Context: an optimization exercise on an open-source flow, tuned for small area. The choices shown serve that exercise and are no tape-out recipe.
Only simulation tests tie the RTL to the original design; equivalence was not proved.
No activity file was given, so power comes from the tool's default toggle rates.

===== design/flow/design.v =====
module jt6295_sh_rst #(parameter WIDTH=5, STAGES=32, RSTVAL=1'b0 )
(
	input					rst,	
	input 					clk,
	input					clk_en  ,
	input		[WIDTH-1:0]	din,
   	output		[WIDTH-1:0]	drop
);
reg [STAGES-1:0] bits[WIDTH-1:0];
genvar i;
generate
	for (i=0; i < WIDTH; i=i+1) begin: bit_shifter
		always @(posedge clk, posedge rst) 
			if( rst ) begin
				bits[i] <= {STAGES{RSTVAL}};
			end else if(clk_en) begin
				bits[i] <= {bits[i][STAGES-2:0], din[i]};
			end
		assign drop[i] = bits[i][STAGES-1];
	end
endgenerate
endmodule
module jt6295_timing(
    input       rst,
    input       clk,
    input       cen,
    input       ss,
    output reg  cen_sr,    
    output reg  cen_sr4,   
    output reg  cen_sr4b,  
    output reg  cen_sr32,
    output reg  cen_48k    
);
localparam [7:0] N48=8'd6, D48=8'd125;
reg  [2:0] base;
reg  [5:0] cnt;
wire [2:0] lim = ss ? 3'h3 : 3'h4;
reg  [7:0] cnt48;
wire       over48 = cnt48>=D48;
always @(posedge clk) begin
    if( rst ) begin
        cnt48   <= 8'd0;
        cen_48k <= 1'b0;
    end else begin
        if(cen) cnt48 <= over48 ? cnt48-(D48-N48) : cnt48+N48;
        cen_48k <= over48 && cen;
    end
end
always @(posedge clk) begin
    if( rst ) begin
        base <= 3'd0;
        cnt  <= 6'd0;
    end
    cen_sr4 <= 1'd0;
    cen_sr4b<= 1'd0;
    cen_sr  <= 1'd0;
    cen_sr32<= 1'b0;
    if( cen && !rst ) begin
        base    <= (base==lim) ? 3'd0 : base+3'd1;
        if(base==3'd0) cnt <= (cnt==6'd32) ? 6'd0 : cnt+6'd1;
        cen_sr32<= !cnt[5] && base==3'd0;
        cen_sr4 <= !cnt[5] && cnt[2:0] == 3'b000 && base == 3'd0;
        cen_sr4b<= !cnt[5] && cnt[2:0] == 3'b100 && base == 3'd0;
        cen_sr  <= {cnt,base} == 9'd0;
    end
end
endmodule
module jt6295_rom(
    input             rst,
    input             clk,
    input             cen4,
    input             cen32,
    input      [17:0] adpcm_addr,
    input      [17:0] ctrl_addr,
    output reg [ 7:0] adpcm_dout,
    output reg [ 7:0] ctrl_dout,
    output reg        ctrl_ok,
    output reg [17:0] rom_addr,
    input      [ 7:0] rom_data,
    input             rom_ok
);
reg [7:0] st;
reg [1:0] wait2;
always @(posedge clk) begin
    if( rst ) st <= 8'h0;
    else if(cen4 ) st <= 8'h80;
    else if(cen32) st <= { st[6:0], st[7] };
end
wire new_addr = rom_addr != ctrl_addr;
always @(posedge clk) begin
    case(st)
        8'b1,8'b10: begin
            rom_addr   <= adpcm_addr;
            adpcm_dout <= rom_data;
            ctrl_ok    <= 1'b0;
            wait2      <= 2'b0;
        end
        default: begin
            rom_addr   <= ctrl_addr;
            if(wait2==2'b11 && !new_addr) begin
                ctrl_ok   <= rom_ok;
                ctrl_dout <= rom_data;
            end else ctrl_ok <= 1'b0;
            if( new_addr )
                wait2 <= 2'b0;
            else
                wait2 <= {wait2[0],1'b1};
        end
    endcase
    if( rst ) begin
        ctrl_ok <= 1'b0;
        wait2   <= 2'b0;
    end
end
endmodule
module jt6295_ctrl(
    input                  rst,
    input                  clk,
    input                  cen4,
    input                  cen1,
    input                  wrn,
    input      [ 7:0]      din,
    output reg [17:0]      start_addr,
    output reg [17:0]      stop_addr,
    output reg [ 3:0]      att,
    output     [ 9:0]      rom_addr,
    input      [ 7:0]      rom_data,
    input                  rom_ok,
    output reg [ 3:0]      start,
    output reg [ 3:0]      stop,
    input      [ 3:0]      busy,
    input      [ 3:0]      ack,
    input                  zero
);
reg  last_wrn;
wire negedge_wrn  = !wrn && last_wrn;
reg [6:0] phrase;
reg       push, pull;
reg [3:0] ch, new_att;
reg       cmd;
always @(posedge clk) begin
    last_wrn <= wrn;
end
reg stop_clr;
always @(posedge clk) begin
    if( rst ) begin
        cmd      <= 1'b0;
        stop     <= 4'd0;
        ch       <= 4'd0;
        pull     <= 1'b1;
        phrase   <= 7'd0;
        new_att  <= 0;
    end else begin
        if( cen4 ) begin
            stop <= stop & busy;
        end
        if( push ) pull <= 1'b0;
        if( negedge_wrn  ) begin  
            if( cmd ) begin  
                ch      <= din[7:4];
                new_att <= din[3:0];
                cmd     <= 1'b0;
                pull    <= 1'b1;
            end
            else if( din[7] ) begin  
                phrase <= din[6:0];
                cmd    <= 1'b1;  
                stop   <= 4'd0;
            end else begin  
                stop   <= din[6:3];
            end
        end
    end
end
reg [17:0] new_start;
reg [17:8] new_stop;
reg [ 2:0] st, addr_lsb;
reg        wrom;
assign rom_addr = { phrase, addr_lsb };
always @(posedge clk) begin
    if( rst ) begin
        st         <= 7;
        att        <= 0;
        start_addr <= 0;
        stop_addr  <= 0;
        start      <= 0;
        push       <= 0;
        addr_lsb   <= 0;
    end else begin
        if( st!=7 ) begin
            wrom <= 0;
            if( !wrom && rom_ok ) begin
                st       <= st+3'd1;
                addr_lsb <= st;
                wrom     <= 1;
            end
        end
        case( st )
            7: begin
                start    <= start & ~ack;
                addr_lsb <= 0;
                if(pull) begin
                    st       <= 0;
                    wrom     <= 1;
                    push     <= 1;
                end
            end
            0:;
            1: new_start[17:16] <= rom_data[1:0];
            2: new_start[15: 8] <= rom_data;
            3: new_start[ 7: 0] <= rom_data;
            4: new_stop [17:16] <= rom_data[1:0];
            5: new_stop [15: 8] <= rom_data;
            6: begin
                start       <= ch;
                start_addr  <= new_start;
                stop_addr   <= {new_stop[17:8], rom_data} ;
                att         <= new_att;
                push        <= 0;
            end
        endcase
    end
end
endmodule
module jt6295_serial(
    input               rst,
    input               clk,
    input               cen,
    input               cen4,
    input      [17:0]   start_addr,
    input      [17:0]   stop_addr,
    input      [ 3:0]   att,
    input      [ 3:0]   start,
    input      [ 3:0]   stop,
    output reg [ 3:0]   busy,
    output reg [ 3:0]   ack,
    output              zero,
    output     [17:0]   rom_addr,
    input      [ 7:0]   rom_data,
    output reg          pipe_en,
    output reg [ 3:0]   pipe_att,
    output reg [ 3:0]   pipe_data
);
localparam CSRW = 18+19+4+1;
reg  [ 3:0] ch;
wire [ 3:0] att_in, att_out;
wire [18:0] cnt, cnt_next, cnt_in;
wire [17:0] ch_end, stop_in, stop_out;
wire        update;
wire        over, busy_in, busy_out, cont;
reg         up_start, up_stop;
always @(posedge clk, posedge rst) begin
    if(rst)
        ch <= 4'b1;
    else begin
        if(cen4) ch <= { ch[2:0], ch[3]  };
    end
end
always @(*) begin
    case( ch )
        4'b0001: { up_start, up_stop } = { start[0], stop[0] };
        4'b0010: { up_start, up_stop } = { start[1], stop[1] };
        4'b0100: { up_start, up_stop } = { start[2], stop[2] };
        4'b1000: { up_start, up_stop } = { start[3], stop[3] };
        default: { up_start, up_stop } = 2'b00;
    endcase
end
always @(posedge clk, posedge rst ) begin
    if( rst ) begin
        busy <= 4'd0;
        ack  <= 4'd0;
    end else begin
        case( ch )
            4'b0001: busy[0] <= busy_in;
            4'b0010: busy[1] <= busy_in;
            4'b0100: busy[2] <= busy_in;
            4'b1000: busy[3] <= busy_in;
            default: busy    <= 4'd0;
        endcase
        if( cen4 ) begin
            case( ch )
                4'b0001: ack <= up_start ? ch : 4'b0;
                4'b0010: ack <= up_start ? ch : 4'b0;
                4'b0100: ack <= up_start ? ch : 4'b0;
                4'b1000: ack <= up_start ? ch : 4'b0;
                default: ack <= 4'd0;
            endcase
        end
    end
end
assign zero     = ch[0];
assign update   = up_start | up_stop;
assign cont     = busy_out & ~over;
assign cnt_next = cont      ? cnt+19'd1 : cnt;
assign stop_in  = up_start  ? stop_addr : stop_out;
assign cnt_in   = up_start  ? {start_addr, 1'b0} : cnt_next;
assign att_in   = up_start  ? att : att_out;
assign busy_in  = update    ? (up_start & ~up_stop) : cont;
wire [CSRW-1:0] csr_in, csr_out;
assign csr_in = { stop_in, cnt_in, att_in, busy_in };
assign {stop_out, cnt, att_out, busy_out } = csr_out;
assign rom_addr = cnt[18:1];
assign over     = rom_addr >= stop_out;
jt6295_sh_rst #(.WIDTH(CSRW), .STAGES(4) ) u_cnt(
    .rst    ( rst       ),
    .clk    ( clk       ),
    .clk_en ( cen4      ),
    .din    ( csr_in    ),
    .drop   ( csr_out   )
);
always @(posedge clk, posedge rst) begin
    if(rst) begin
        pipe_data<= 4'd0;
        pipe_en  <= 1'b0;
        pipe_att <= 4'd0;
    end else if(cen4) begin
        pipe_data <= !cnt[0] ? rom_data[7:4] : rom_data[3:0];
        pipe_att  <= att_out;
        pipe_en   <= busy_out;
    end
end
endmodule
module jt6295_adpcm(
    input                    rst,
    input                    clk,
    input                    cen,
    input                    en,
    input             [ 3:0] att,
    input             [ 3:0] data,
    output reg signed [11:0] sound
);
reg [10:0] lut_I;
always @(*) begin
    case( delta_idx_I )
        6'd0: lut_I = 11'd16;
        6'd1: lut_I = 11'd17;
        6'd2: lut_I = 11'd19;
        6'd3: lut_I = 11'd21;
        6'd4: lut_I = 11'd23;
        6'd5: lut_I = 11'd25;
        6'd6: lut_I = 11'd28;
        6'd7: lut_I = 11'd31;
        6'd8: lut_I = 11'd34;
        6'd9: lut_I = 11'd37;
        6'd10: lut_I = 11'd41;
        6'd11: lut_I = 11'd45;
        6'd12: lut_I = 11'd50;
        6'd13: lut_I = 11'd55;
        6'd14: lut_I = 11'd60;
        6'd15: lut_I = 11'd66;
        6'd16: lut_I = 11'd73;
        6'd17: lut_I = 11'd80;
        6'd18: lut_I = 11'd88;
        6'd19: lut_I = 11'd97;
        6'd20: lut_I = 11'd107;
        6'd21: lut_I = 11'd118;
        6'd22: lut_I = 11'd130;
        6'd23: lut_I = 11'd143;
        6'd24: lut_I = 11'd157;
        6'd25: lut_I = 11'd173;
        6'd26: lut_I = 11'd190;
        6'd27: lut_I = 11'd209;
        6'd28: lut_I = 11'd230;
        6'd29: lut_I = 11'd253;
        6'd30: lut_I = 11'd279;
        6'd31: lut_I = 11'd307;
        6'd32: lut_I = 11'd337;
        6'd33: lut_I = 11'd371;
        6'd34: lut_I = 11'd408;
        6'd35: lut_I = 11'd449;
        6'd36: lut_I = 11'd494;
        6'd37: lut_I = 11'd544;
        6'd38: lut_I = 11'd598;
        6'd39: lut_I = 11'd658;
        6'd40: lut_I = 11'd724;
        6'd41: lut_I = 11'd796;
        6'd42: lut_I = 11'd876;
        6'd43: lut_I = 11'd963;
        6'd44: lut_I = 11'd1060;
        6'd45: lut_I = 11'd1166;
        6'd46: lut_I = 11'd1282;
        6'd47: lut_I = 11'd1411;
        6'd48: lut_I = 11'd1552;
        default: lut_I = 11'd0;
    endcase
end
reg [ 5:0] idx_inc_II;
reg [ 5:0] delta_idx_I,delta_idx_II, delta_idx_III, delta_idx_IV;
reg [ 2:0] factor_II, factor_III;
reg        factor_IV;
reg        sign_II, sign_III, sign_IV, sign_V;
reg [11:0] dn_II, qn_II, dn_III, qn_III, dn_IV, qn_IV, qn_V;
always @(posedge clk, posedge rst ) begin
    if(rst) begin
        idx_inc_II    <= 6'd0;
        delta_idx_I   <= 6'd0;
        delta_idx_II  <= 6'd0;
        delta_idx_III <= 6'd0;
        delta_idx_IV  <= 6'd0;
        factor_II  <= 3'd0;
        factor_III <= 0;
        factor_IV  <= 1'd0;
        { sign_II, sign_III, sign_IV, sign_V } <=4'd0;
        dn_II   <= 12'd0;
        qn_II   <= 12'd0;
        dn_III  <= 12'd0;
        qn_III  <= 12'd0;
        dn_IV   <= 12'd0;
        qn_IV   <= 12'd0;
        qn_V    <= 12'd0;
    end else if(cen) begin
        case( data[1:0] )
            2'd0: idx_inc_II <= 6'd2;
            2'd1: idx_inc_II <= 6'd4;
            2'd2: idx_inc_II <= 6'd6;
            2'd3: idx_inc_II <= 6'd8;
        endcase
        sign_II      <= data[3];
        delta_idx_II <= en ? delta_idx_I : 6'd0;
        factor_II    <= en ? data[2:0] : 3'd0;
        qn_II        <= { 1'd0, lut_I>>3};    
        dn_II        <= { 1'b0, lut_I };      
        sign_III      <= sign_II;
        delta_idx_III <= factor_II[2] ? (delta_idx_II+idx_inc_II) : (delta_idx_II-6'd1);
        qn_III        <= factor_II[2] ? qn_II + dn_II : qn_II;
        dn_III        <= dn_II>>1;
        factor_III    <= factor_II;
        sign_IV      <= sign_III;
        qn_IV        <= factor_III[1] ? qn_III + dn_III : qn_III;
        dn_IV        <= dn_III>>1;
        factor_IV    <= factor_III[0];
        delta_idx_IV <=  delta_idx_III>6'd48 ?
            (factor_III[2] ? 6'd48 : 6'd0) :
            delta_idx_III;
        sign_V      <= sign_IV;
        qn_V        <= factor_IV ? qn_IV + dn_IV : qn_IV;
        delta_idx_I <= delta_idx_IV;
    end
end
wire en_V;
jt6295_sh_rst #(.WIDTH(1), .STAGES(4) ) u_enable
(
    .rst    ( rst       ),
    .clk    ( clk       ),
    .clk_en ( cen       ),
    .din    ( en        ),
    .drop   ( en_V      )
);
wire [3:0] att_V;
jt6295_sh_rst #(.WIDTH(4), .STAGES(4) ) u_att
(
    .rst    ( rst       ),
    .clk    ( clk       ),
    .clk_en ( cen       ),
    .din    ( att       ),
    .drop   ( att_V     )
);
wire signed [11:0] snd_out;
reg  signed [11:0] snd_V, snd_VI;
reg  signed [12:0] unlim_V;
reg  signed [ 6:0] gain_V;
always @(*) begin
    case( att_V )
        4'd0: gain_V = 7'd32;
        4'd1: gain_V = 7'd22;
        4'd2: gain_V = 7'd16;
        4'd3: gain_V = 7'd11;
        4'd4: gain_V = 7'd8;
        4'd5: gain_V = 7'd6;
        4'd6: gain_V = 7'd4;
        4'd7: gain_V = 7'd3;
        4'd8: gain_V = 7'd2;
        4'd9: gain_V = 7'd0;
        4'd10: gain_V = 7'd0;
        4'd11: gain_V = 7'd0;
        4'd12: gain_V = 7'd0;
        4'd13: gain_V = 7'd0;
        4'd14: gain_V = 7'd0;
        4'd15: gain_V = 7'd0;
    endcase
end
reg  signed [ 6:0] gain_VI;  
reg                ov_V;
wire signed [16:0] mul_VI = snd_VI * gain_VI;  
always @(*) begin
    unlim_V =  sign_V ? { snd_out[11], snd_out } - qn_V :
                        { snd_out[11], snd_out } + qn_V;
    ov_V  = &{snd_out[11],sign_V,~unlim_V[11]}|&{~snd_out[11],~sign_V,unlim_V[11]};  
    if( ^unlim_V[12:11] ) ov_V=1;
    snd_V = !en_V ? 12'd0 :
             ov_V ? {unlim_V[12],{11{~unlim_V[12]}}} : unlim_V[11:0];  
end
always @(posedge clk, posedge rst) begin
    if(rst) begin
        snd_VI  <= 12'd0;
        gain_VI <= 7'd0;
        sound   <= 12'd0;
    end else if(cen) begin
        snd_VI  <= snd_V;
        gain_VI <= gain_V;
        sound   <= mul_VI[16:5];
    end
end
jt6295_sh_rst #(.WIDTH(12), .STAGES(4) ) u_sound(
    .rst    ( rst       ),
    .clk    ( clk       ),
    .clk_en ( cen       ),
    .din    ( snd_V     ),
    .drop   ( snd_out   )
);
endmodule
module jt6295_acc(
    input                rst,
    input                clk,
    input                cen,
    input                cen4,
    input  signed [11:0] sound_in,
    output signed [13:0] sound_out,
    output               sample
);
/*verilator lint_off WIDTH*/
parameter INTERPOL=0;  
reg signed [13:0] acc, sum;
always @(posedge clk, posedge rst) begin
    if( rst ) begin
        acc <= 14'd0;
    end else if(cen4) begin
        acc <= cen ? sound_in : acc + sound_in;
    end
end
always @(posedge clk, posedge rst) begin
    if( rst ) begin
        sum <= 14'd0;
    end else if(cen) begin
        sum <= acc;
    end
end
assign sound_out = sum;
assign sample    = cen;
/*verilator lint_on WIDTH*/
endmodule
module jt6295(
    input                  rst,
    input                  clk,
    input                  cen  ,
    input                  ss,         
    input                  wrn,   
    input         [ 7:0]   din,
    output        [ 7:0]   dout,
    output        [17:0]   rom_addr,
    input         [ 7:0]   rom_data,
    input                  rom_ok,
    output signed [13:0]   sound,
    output                 sample    
);
parameter INTERPOL=0;  
parameter SAMPLE=0;    
wire        cen_sr;   
wire        cen_sr4, cen_sr4b;  
wire        cen_sr32,  
            cen_48k,   
            cen_eff;   
wire [ 3:0] busy, ack, start, stop;
wire [17:0] start_addr, stop_addr ,
            ch_addr;
wire [ 9:0] ctrl_addr;
wire [ 7:0] ch_data, ctrl_data;
wire [ 3:0] data0, data1, data2, data3, pipe_data;
wire [ 3:0] att, pipe_att;
wire        ctrl_ok, ctrl_cs, zero;
wire        pipe_en;
wire signed [11:0] pipe_snd;
assign dout   = { 4'hf, busy | start };
assign sample = SAMPLE==0 ? cen_48k : cen_eff;
jt6295_timing u_timing(
    .rst        ( rst       ),
    .clk        ( clk       ),
    .cen        ( cen       ),
    .ss         ( ss        ),
    .cen_sr     ( cen_sr    ),
    .cen_sr4    ( cen_sr4   ),
    .cen_sr4b   ( cen_sr4b  ),
    .cen_sr32   ( cen_sr32  ),
    .cen_48k    ( cen_48k   )
);
jt6295_rom u_rom(
    .rst        ( rst           ),
    .clk        ( clk           ),
    .cen4       ( cen_sr4       ),
    .cen32      ( cen_sr32      ),
    .adpcm_addr ( ch_addr       ),
    .ctrl_addr  ( { 8'd0, ctrl_addr } ),
    .adpcm_dout ( ch_data       ),
    .ctrl_dout  ( ctrl_data     ),
    .ctrl_ok    ( ctrl_ok       ),
    .rom_addr   ( rom_addr      ),
    .rom_data   ( rom_data      ),
    .rom_ok     ( rom_ok        )
);
jt6295_ctrl u_ctrl(
    .rst        ( rst           ),
    .clk        ( clk           ),
    .cen1       ( cen_sr        ),
    .cen4       ( cen_sr4       ),
    .wrn        ( wrn           ),
    .din        ( din           ),
    .start_addr ( start_addr    ),
    .stop_addr  ( stop_addr     ),
    .att        ( att           ),
    .rom_addr   ( ctrl_addr     ),
    .rom_data   ( ctrl_data     ),
    .rom_ok     ( ctrl_ok       ),
    .start      ( start         ),
    .stop       ( stop          ),
    .busy       ( busy          ),
    .ack        ( ack           ),
    .zero       ( zero          )
);
jt6295_serial u_serial(
    .rst        ( rst           ),
    .clk        ( clk           ),
    .cen        ( cen_sr        ),
    .cen4       ( cen_sr4       ),
    .start_addr ( start_addr    ),
    .stop_addr  ( stop_addr     ),
    .att        ( att           ),
    .start      ( start         ),
    .stop       ( stop          ),
    .busy       ( busy          ),
    .ack        ( ack           ),
    .zero       ( zero          ),
    .rom_addr   ( ch_addr       ),
    .rom_data   ( ch_data       ),
    .pipe_en    ( pipe_en       ),
    .pipe_att   ( pipe_att      ),
    .pipe_data  ( pipe_data     )
);
jt6295_adpcm u_adpcm(
    .rst        ( rst           ),
    .clk        ( clk           ),
    .cen        ( cen_sr4       ),
    .en         ( pipe_en       ),
    .att        ( pipe_att      ),
    .data       ( pipe_data     ),
    .sound      ( pipe_snd      )
);
jt6295_acc #(.INTERPOL(INTERPOL)) u_acc(
    .rst        ( rst           ),
    .clk        ( clk           ),
    .cen        ( cen_sr        ),
    .cen4       ( cen_sr4       ),
    .sound_in   ( pipe_snd      ),
    .sound_out  ( sound         ),
    .sample     ( cen_eff       )
);
endmodule

===== design/flow/run.sh =====
#!/bin/bash
# synth_recipe.tcl (not shown) runs the flow's synth.tcl, then flattens the netlist and writes it again
# the make line also repeats each setting of config.mk as NAME=value (left out here)
make -C /OpenROAD-flow-scripts/flow DESIGN_CONFIG=/design/flow/config.mk WORK_HOME=/design/flow/orfs CLKGATE_MAP_FILE= SYNTH_SCRIPT=/design/flow/synth_recipe.tcl finish

===== design/flow/config.mk =====
export PLATFORM = sky130hd
export DESIGN_NAME = jt6295
export DESIGN_NICKNAME = jt6295
export VERILOG_FILES = /design/flow/design.v
export SDC_FILE = /design/flow/constraint.sdc
export NUM_CORES = 4
export LEC_CHECK = 0
export CAP_MARGIN = 20
export CORE_MARGIN = 2
export CORE_UTILIZATION = 40
export SLEW_MARGIN = 20

===== design/flow/constraint.sdc =====
create_clock -name core_clock -period 10.0 [get_ports {clk}]
set_input_delay 2.0000 -clock core_clock [delete_from_list [all_inputs] [get_ports {clk}]]
set_output_delay 2.0000 -clock core_clock [all_outputs]
set_load 0.01 [all_outputs]

==> run notes <==
==> stage by stage <==
stage,worst slack (ps),hold WS [ps]
global placement,4700,419
detailed placement,4690,426
CTS,4710,439
floorplan,308,415
global route,4380,475
finish,4740,440
==> synthesized netlist by cell type (33+ instances only) <==
cell type	instances	area, um^2
mux2_2	220	2480
nor2_1	180	676
dfrtp_1	406	10200
inv_1	169	634
dfxtp_1	120	2400
ha_1	133	1660
a31oi_1	33	206
o21ai_0	145	726
nand2_1	297	1110
fa_1	51	1020
mux2i_1	49	490
nor3_1	44	220
xnor2_1	73	639
clkbuf_1	114	428
edfxtp_1	48	1440
a21oi_1	183	916
and3_1	36	225
and2_1	70	438
nand3_1	63	315
==> per-layer routing <==
layer | global-route usage (%) | up-vias | wire (um)
li1 | - | 9635 | -
met1 | 23.4 | 9904 | 29400
met2 | 29.8 | 387 | 30800
met3 | 2.29 | 91 | 2500
met4 | 4.73 | 0 | 1330
met5 | 0 | - | 0
==> final cells by class <==
cell class                 instances  area (um^2)
tap                              950         1190
fill                            6620        39100
multi-input combinational       1896        13700
clock buffer                      81         1690
timing repair buffer              77          756
inverter                         170          646
clock inverter                    33          454
sequential                       575        14000
==> registers in the layout, indices dropped and copies added, names as in the netlist, 9 cells and up <==
signal / cells
u_adpcm.qn_III: 12
u_serial.u_cnt.bits: 168
u_acc.sum: 14
u_ctrl.new_stop: 10
u_adpcm.qn_IV: 12
u_adpcm.dn_IV: 9
u_adpcm.dn_III: 10
u_ctrl.stop_addr: 18
u_acc.acc: 14
u_rom.rom_addr: 18
u_ctrl.new_start: 18
u_adpcm.u_sound.bits: 48
u_ctrl.start_addr: 18
u_adpcm.qn_V: 12
u_adpcm.sound: 12
u_adpcm.u_att.bits: 16
==> critical path, cell delays in order, from the launching register on <==
cell and delay [ps]:
dfrtp_1 510, and2_1 220, fa_1 550, inv_1 50, fa_1 470, inv_1 50, fa_1 530, inv_1 50
fa_1 530, inv_1 50, ha_1 320, o21a_1 190, nor2_1 110, nor2_1 60, a221oi_1 600, o21ai_0 290
o22ai_1 210, xnor2_1 80, mux2_2 260
==> path summary, 6_finish.rpt <==
path | end | slack, ps | cells after the start
max | u_adpcm.sound[9] | 4740 | 18
min | u_rom.wait2[1] | 440 | 2
max reg2reg | u_adpcm.sound[9] | 4740 | 18
min reg2reg | u_rom.wait2[1] | 440 | 2
max in group asynchronous | u_acc.sum[1] | 6150 | 5
min in group asynchronous | u_serial.u_cnt.bits[24][1] | 1800 | 3
==> cell families (layout without fill, tap and decap cells) <==
group,Yosys count,count (layout),synth area share (%)
other,1,4,0.0130
flip-flops,575,575,48.6
buffers and inverters,312,361,4.25
AO/OA/AOI/OAI,540,540,11.6
AND/OR/NAND/NOR,803,803,13.1
adder cells (fa/ha/maj),184,184,9.30
multiplexers,272,272,10.4
XOR/XNOR,93,93,2.82
==> power groups by stage <==
stage               Combinational, mW  Clock [mW]  Sequential, mW
floorplan                        1.56           0            3.08
global placement                 1.89           0            3.23
detailed placement               1.95           0            3.24
CTS                              1.96        2.47            3.21
global route                     2.22        2.56            3.27
finish                           1.94        2.40            3.20
==> reports/qor_table.md <==
| Metric | Reported |
| --- | --- |
| Internal power of the cells | 5.13 mW |
| Root Driver | clkbuf_16 |
| Last weighted congestion value of the routability-driven placer | 0.824 |
| Initial standard-cell utilization of the core | 40.4% |
| GRT Overall Usage | 17.5% |
| Clock sink total | 575 |
| Number of library cell types mapped by synthesis | 87 |
| Unrepaired setup endpoints after global routing | false |
| Slew margin rel. | 31.3% |
| Max frequency | 190 MHz |
| Number of standard cells after synthesis | 2780 |
| Relative contribution of sequential cells to total power | 42.4% |
| Share of the yosys chip area belonging to registers | 48.6% |
| Number of buffer cells added on primary ports | 58 |
| Largest net degree at the start of global routing | 189 |
| Number of ports placed on the die boundary | 63 |
| Post-placement cell count | 3668 |
| Hold violation count in the final report | 0 |
| Initial antenna violation count | 0 |
| Total number of placement rows | 98 |
| Chip Width | 273 um |
| Post-CTS clock slew at the launch and capture registers of the worst setup and hold paths | 60 ps |
| Start point of the critical path | u_adpcm.gain_VI[3] |
| Cts bufs inserted | 61 |
| Area of the core region | 71500 um^2 |
| Net Sw Frac | 32.1% |
| Hold path start | u_rom.wait2[0] |
| Final critical-path required period | 5260 ps |
| Remaining Overflow, GRT | 0 |
| Instance area at placement | 30300 um^2 |
| Clock insertion delay at the later pin of the skew report | 630 ps |
| Final routed DRC violation total | 0 |
| Average vias per placed instance | 5.29 |
| PostCTS Resize Cnt | 0 |
| End-of-flow core utilization | 45.4% |
| Final worst clock skew | 26.3 ps |
| Global-route wire length before repair | 107000 um |
| Clock power frac | 31.9% |
| Clock tree from TritonCTS | done |
| DRC marker count from the first detailed-route iteration | 1385 |
| Critical path start-end classification | reg -> reg |
| Power share of the combinational group | 25.8% |
| Cell leakage power | 14.1 nW |
| Die ar. | 74400 um^2 |
| Final net count | 2987 |
| Clock Path Buffers | 3 |
| Post-synthesis average cell area | 10.4 um^2 |
| Yosys synthesis warning count | 14 |
| Area Overhead vs Synth | 12.3% |
| Half-perimeter wire length of the detailed placement result | 42900 um |
| Number of optimization iterations in the first detailed-route pass | 5 |
| Net switching power of the design | 2.42 mW |
| Least-Margin Pin Slew | 1030 ps |
| Die Height | 273 um |
| Total power | 7.55 mW |
| Post-Layout Inst Area | 32400 um^2 |
| Commonest non-fill, non-tap cells in the layout | dfrtp_1 (406), nand2_1 (296), mux2_2 (220) |
| Worst EP required | 10520 ps |
| Setup bufs post-CTS | 0 |
| Launch instance of the worst register-to-register path | u_adpcm.gain_VI[3] |
| Sort of element at the start of the critical path | flop |
| Routed Wire Length | 64000 um |
| Most frequent standard cell in the layout excluding fill and tap cells | dfrtp_1 |
| Final antenna-violating net count | 0 |
| Number of enable-type register cells in the synthesized netlist | 48 |
| Count of maximum capacitance violations | 0 |
| Final worst-path cycle share | 52.6% |
| Outcome | no timing/DRC/antenna violations |
| Share of flip-flops with an asynchronous set or reset | 70.8% |
| Vias in the first global route | 20600 |
| Maximum ir drop on the vdd rail | 0.000145 V |
| Data arrival time of the critical path | 5780 ps |
| Number of slew-limit violations in the final report | 0 |
| Ys flop type | dfrtp_1 |
| Cell area after synthesis | 28900 um^2 |
| Post-route insts no fill | 3782 |
| Number of register bits inferred by synthesis | 575 |
| Post-cts hold buffer count | 0 |
| Worst hold path type | reg -> reg |
| Final setup violation count | 0 |
| Critical Path Sink Type | flop |
| Post-detailed-route wirelength per cell | 16.9 um |
| Highest fanout seen on the critical path | 13 |
| Antenna diode count | 0 |
| Sum Neg Setup Slack | 0 ps |
| Depth of the CTS H-tree | 2 |
| Pwr/cell area | 233 nW/um^2 |
| Share of cells above drive strength 1 | 13.4% |
| Via count | 20000 |

-- what the ideal ports hide --
In the flow no input, the clock included, has a driving cell. The finished layout below was timed again as built, in two steps.
Step 1 (the two cells are an assumption about what drives the block):
set clk [get_ports {clk}]
set_driving_cell -lib_cell sky130_fd_sc_hd__clkbuf_16 $clk
set_driving_cell -lib_cell sky130_fd_sc_hd__buf_2 [delete_from_list [all_inputs] $clk]
Step 2 also shifts input and output timing later by t, the mid clock arrival at the registers, as if the neighbouring blocks saw the same clock.
a / b / c = ideal / step 1 / step 2; a / b = the first two.
shift t [ns]: 0.678
setup WS [ns]: 4.739 / 4.739 / 4.739
hold slack, ns: 0.440 / 0.440 / 0.440
After both steps this run still meets setup and hold. For this run, drivers alone change the setup slack by 0.000 ns; drivers and shift together by 0.000 ns.
